What follows belongs to an exercise in optimizing a design on an open flow for a short achievable clock period and few clock cycles; a production flow would make more cautious choices. In this exercise RTL edits were held to simulation tests only and were not proved equivalent to the original. Power figures rest on the tool's default switching activity, not on a simulated workload.

Setup of north:
Design zmips, start of the top module:
module zmips(
    input [31:0] i_data,
    output [31:0] i_addr, d_addr, d_data_o,
    input [31:0] d_data_i,
    input clk, rst,  
    output d_wr, d_rd
    );
For scale: roughly 5,900 cells after synthesis, ~1,400 flip-flops, ~160 I/O pins.
export LEC_CHECK = 0
export ABC_CLOCK_PERIOD_IN_PS = 3000
export CAP_MARGIN = 30
export CORE_MARGIN = 2
export CORE_UTILIZATION = 40
export SLEW_MARGIN = 30
create_clock -name core_clock -period 9.0 [get_ports {clk}]
standard.sh (not shown) runs the stock make flow with config.mk's settings and CLKGATE_MAP_FILE= SYNTH_SCRIPT=/design/flow/synth_recipe.tcl, a recipe that flattens the netlist after the stock synthesis.
==> flow/flow/run.sh <==
#!/bin/bash
set -eo pipefail
bash standard.sh SETUP_SLACK_MARGIN=6 finish > standard.log 2>&1
Testbench counts of north, summed over its fixed seeds: cycles 46,347.
Setup changes, north to south
-- flow/design.v --
<<< north, line 179
logic        d_valid;
logic [31:0] d_ir;
logic [29:0] d_rs_oh, d_rt_oh;   
logic [31:0] d_pc4;
logic        d_fdone;       
>>> south, line 179
logic        d_valid;
logic [31:0] d_ir;
logic [31:0] d_pc4;
logic        d_fdone;       
<<< north, line 197
logic        e_wz, e_wc, e_wn, e_force;
logic        e_li;
logic        e_jr;          
logic        e_br, e_pred, e_bset;
logic [1:0]  e_cc;
>>> south, line 196
logic        e_wz, e_wc, e_wn, e_force;
logic        e_li;
logic        e_br, e_pred, e_bset;
logic [1:0]  e_cc;
<<< north, line 254
logic [31:0] wb_val;
logic [31:0] d_rsv, d_rtv, d_av, d_bv;
logic [31:0] d_rf_rs, d_rf_rt;
always_comb begin
    d_rf_rs = 32'b0;
    d_rf_rt = 32'b0;
    for (int i = 0; i < 30; i++) begin
        d_rf_rs = d_rf_rs | (rf[i] & {32{d_rs_oh[i]}});
        d_rf_rt = d_rf_rt | (rf[i] & {32{d_rt_oh[i]}});
    end
end
assign wb_val = m_ld ? d_data_i : m_res;
always_comb begin
>>> south, line 252
logic [31:0] wb_val;
logic [31:0] d_rsv, d_rtv, d_av, d_bv;
assign wb_val = m_ld ? d_data_i : m_res;
always_comb begin
<<< north, line 268
    else if (d_rs == 5'd30) d_rsv = r30;
    else if (m_wr && m_rd == d_rs) d_rsv = wb_val;
    else                    d_rsv = d_rf_rs;
end
always_comb begin
>>> south, line 257
    else if (d_rs == 5'd30) d_rsv = r30;
    else if (m_wr && m_rd == d_rs) d_rsv = wb_val;
    else                    d_rsv = rf[d_rs];
end
always_comb begin
<<< north, line 274
    else if (d_rt == 5'd30) d_rtv = r30;
    else if (m_wr && m_rd == d_rt) d_rtv = wb_val;
    else                    d_rtv = d_rf_rt;
end
assign d_av = d_li ? {{6{d_ir[25]}}, d_ir[25:0]} : d_rsv;
>>> south, line 263
    else if (d_rt == 5'd30) d_rtv = r30;
    else if (m_wr && m_rd == d_rt) d_rtv = wb_val;
    else                    d_rtv = rf[d_rt];
end
assign d_av = d_li ? {{6{d_ir[25]}}, d_ir[25:0]} : d_rsv;
<<< north, line 287
assign stall = d_valid & (
        (e_ld & ((d_usea & e_hit_rs & (d_jmp | ~d_a_fast)) |
                 (d_useb & e_hit_rt & ~d_b_fast))));
logic [31:0] d_target;
assign d_target = d_pc4 + {d_ir[25] ? 4'hf : 4'h0, d_ir[25:0], 2'b00};
logic e_redirect;
logic [31:0] e_rtarget;
logic d_fready, d_fval, d_ftaken;
always_comb begin
    case (d_ir[27:26])
    2'b00:   begin d_fready = ~(e_valid & e_wz); d_fval = flag_z; end
    2'b01:   begin d_fready = ~(e_valid & e_wc); d_fval = flag_c; end
    2'b10:   begin d_fready = ~(e_valid & e_wn); d_fval = flag_n; end
    default: begin d_fready = 1'b1;              d_fval = 1'b1;   end
    endcase
end
assign d_ftaken = (d_ir[27:26] == 2'b11) | (d_fval == d_ir[29]);
logic d_btaken;    
assign d_btaken = d_fready ? d_ftaken : d_pred;
logic d_redirect;
assign d_redirect = d_valid & d_brf & (d_btaken ^ d_fdone) & ~stall;
logic [31:0] pc_slow;
logic f_go;
>>> south, line 276
assign stall = d_valid & (
        (e_ld & ((d_usea & e_hit_rs & (d_jmp | ~d_a_fast)) |
                 (d_useb & e_hit_rt & ~d_b_fast))) |
        (d_jmp & ~d_fdone & e_hit_rs & ~e_li));
logic [31:0] d_target;
assign d_target = d_pc4 + {d_ir[25] ? 4'hf : 4'h0, d_ir[25:0], 2'b00};
logic [31:0] d_jval;
assign d_jval = (e_hit_rs & e_li) ? e_a : d_rsv;
logic e_redirect;
logic [31:0] e_rtarget;
logic d_redirect;
assign d_redirect = d_valid & ~d_fdone & ((d_brf & d_pred) | d_jmp) & ~stall;
logic [31:0] pc_slow;
logic f_go;
<<< north, line 311
    if (e_redirect)       pc_slow = e_rtarget;
    else if (stall)       pc_slow = pc;
    else if (d_redirect)  pc_slow = d_btaken ? d_target : d_pc4;
    else                  pc_slow = pc4;
end
>>> south, line 291
    if (e_redirect)       pc_slow = e_rtarget;
    else if (stall)       pc_slow = pc;
    else if (d_redirect)  pc_slow = d_brf ? d_target : d_jval;
    else                  pc_slow = pc4;
end
<<< north, line 328
    if (!stall) begin
        d_ir    <= i_data;
        for (int i = 0; i < 30; i++) begin
            d_rs_oh[i] <= i_data[25:21] == i[4:0];
            d_rt_oh[i] <= i_data[20:16] == i[4:0];
        end
        d_pc4   <= pc4;
        d_fdone <= f_redirect;
>>> south, line 308
    if (!stall) begin
        d_ir    <= i_data;
        d_pc4   <= pc4;
        d_fdone <= f_redirect;
<<< north, line 388
    e_force  <= d_b1;
    e_li     <= d_li;
    e_jr     <= d_jmp & ~d_fdone;
    e_br     <= d_brf;
    e_pred   <= d_btaken;
    e_bset   <= d_ir[29];
    e_cc     <= d_ir[27:26];
>>> south, line 364
    e_force  <= d_b1;
    e_li     <= d_li;
    e_br     <= d_brf;
    e_pred   <= d_pred;
    e_bset   <= d_ir[29];
    e_cc     <= d_ir[27:26];
<<< north, line 455
end
assign e_taken    = (e_cc == 2'b11) | (e_flag == e_bset);
assign e_redirect = e_valid & ((e_br & (e_taken ^ e_pred)) | e_jr);
assign e_rtarget  = e_jr ? e_a : e_taken ? e_target : e_pc4;
always_ff @(posedge clk) begin
    m_res  <= e_y;
>>> south, line 430
end
assign e_taken    = (e_cc == 2'b11) | (e_flag == e_bset);
assign e_redirect = e_valid & e_br & (e_taken ^ e_pred);
assign e_rtarget  = e_taken ? e_target : e_pc4;
always_ff @(posedge clk) begin
    m_res  <= e_y;
[summary]
- The run showing the greater total chip power is south.
- Max post-synthesis share of cell area spent on xor and xnor gates across north and south: north
- Count of clock buffers in the final design, north and south: higher on south
- In the reports for north and south, the larger number of flip-flops and latches belongs to north.
- Delta (south minus north): post-synthesis adder-cell area fraction essentially unchanged, fill cell total of the finished layout grew by 257, signed area change from the synthesized netlist to the final layout rose by 4.0 points, die footprint grew by 9600 sq um, portion of total power attributed to the clock network has decreased.
- In south, the sequential share of cell area came out 5.3 points below the value in north.
- On combinational share of power, the lower figure sits with north, not south.
- Compared with north, in south final area +7800 sq um; count of non-filler cells in the finished layout ~0 delta.
Testbench counts of south, summed over its fixed seeds: cycles 46,209.

## separate check: timing with driven ports
Ports are ideal in the flow. The routed layouts listed here were re-timed in OpenROAD. Step 1: set_driving_cell puts a clkbuf_16 on clk and a buf_2 on each other input, an assumption about the parent block. Step 2 also shifts input and output timing later by t, the mid clock arrival at the registers, as if the neighbouring blocks saw the same clock. a / b / c = no drivers / after step 1 / after step 2; a / b = the first two.
| run | t (ns) | setup slack, ns | latest minus earliest clock arrival (ns) | worst slew at a driven data input, ns |
|---|---|---|---|---|
| north | 0.921 | 5.403 / 5.449 / 4.528 | 0.044 / 0.044 | 0.07 |
| south | 0.911 | 5.318 / 5.318 / 4.614 | 0.052 / 0.052 | 0.08 |
After both steps every run listed still meets setup and hold. For north, which loses most, drivers alone change the setup slack by +0.046 ns; drivers and shift together by -0.875 ns.
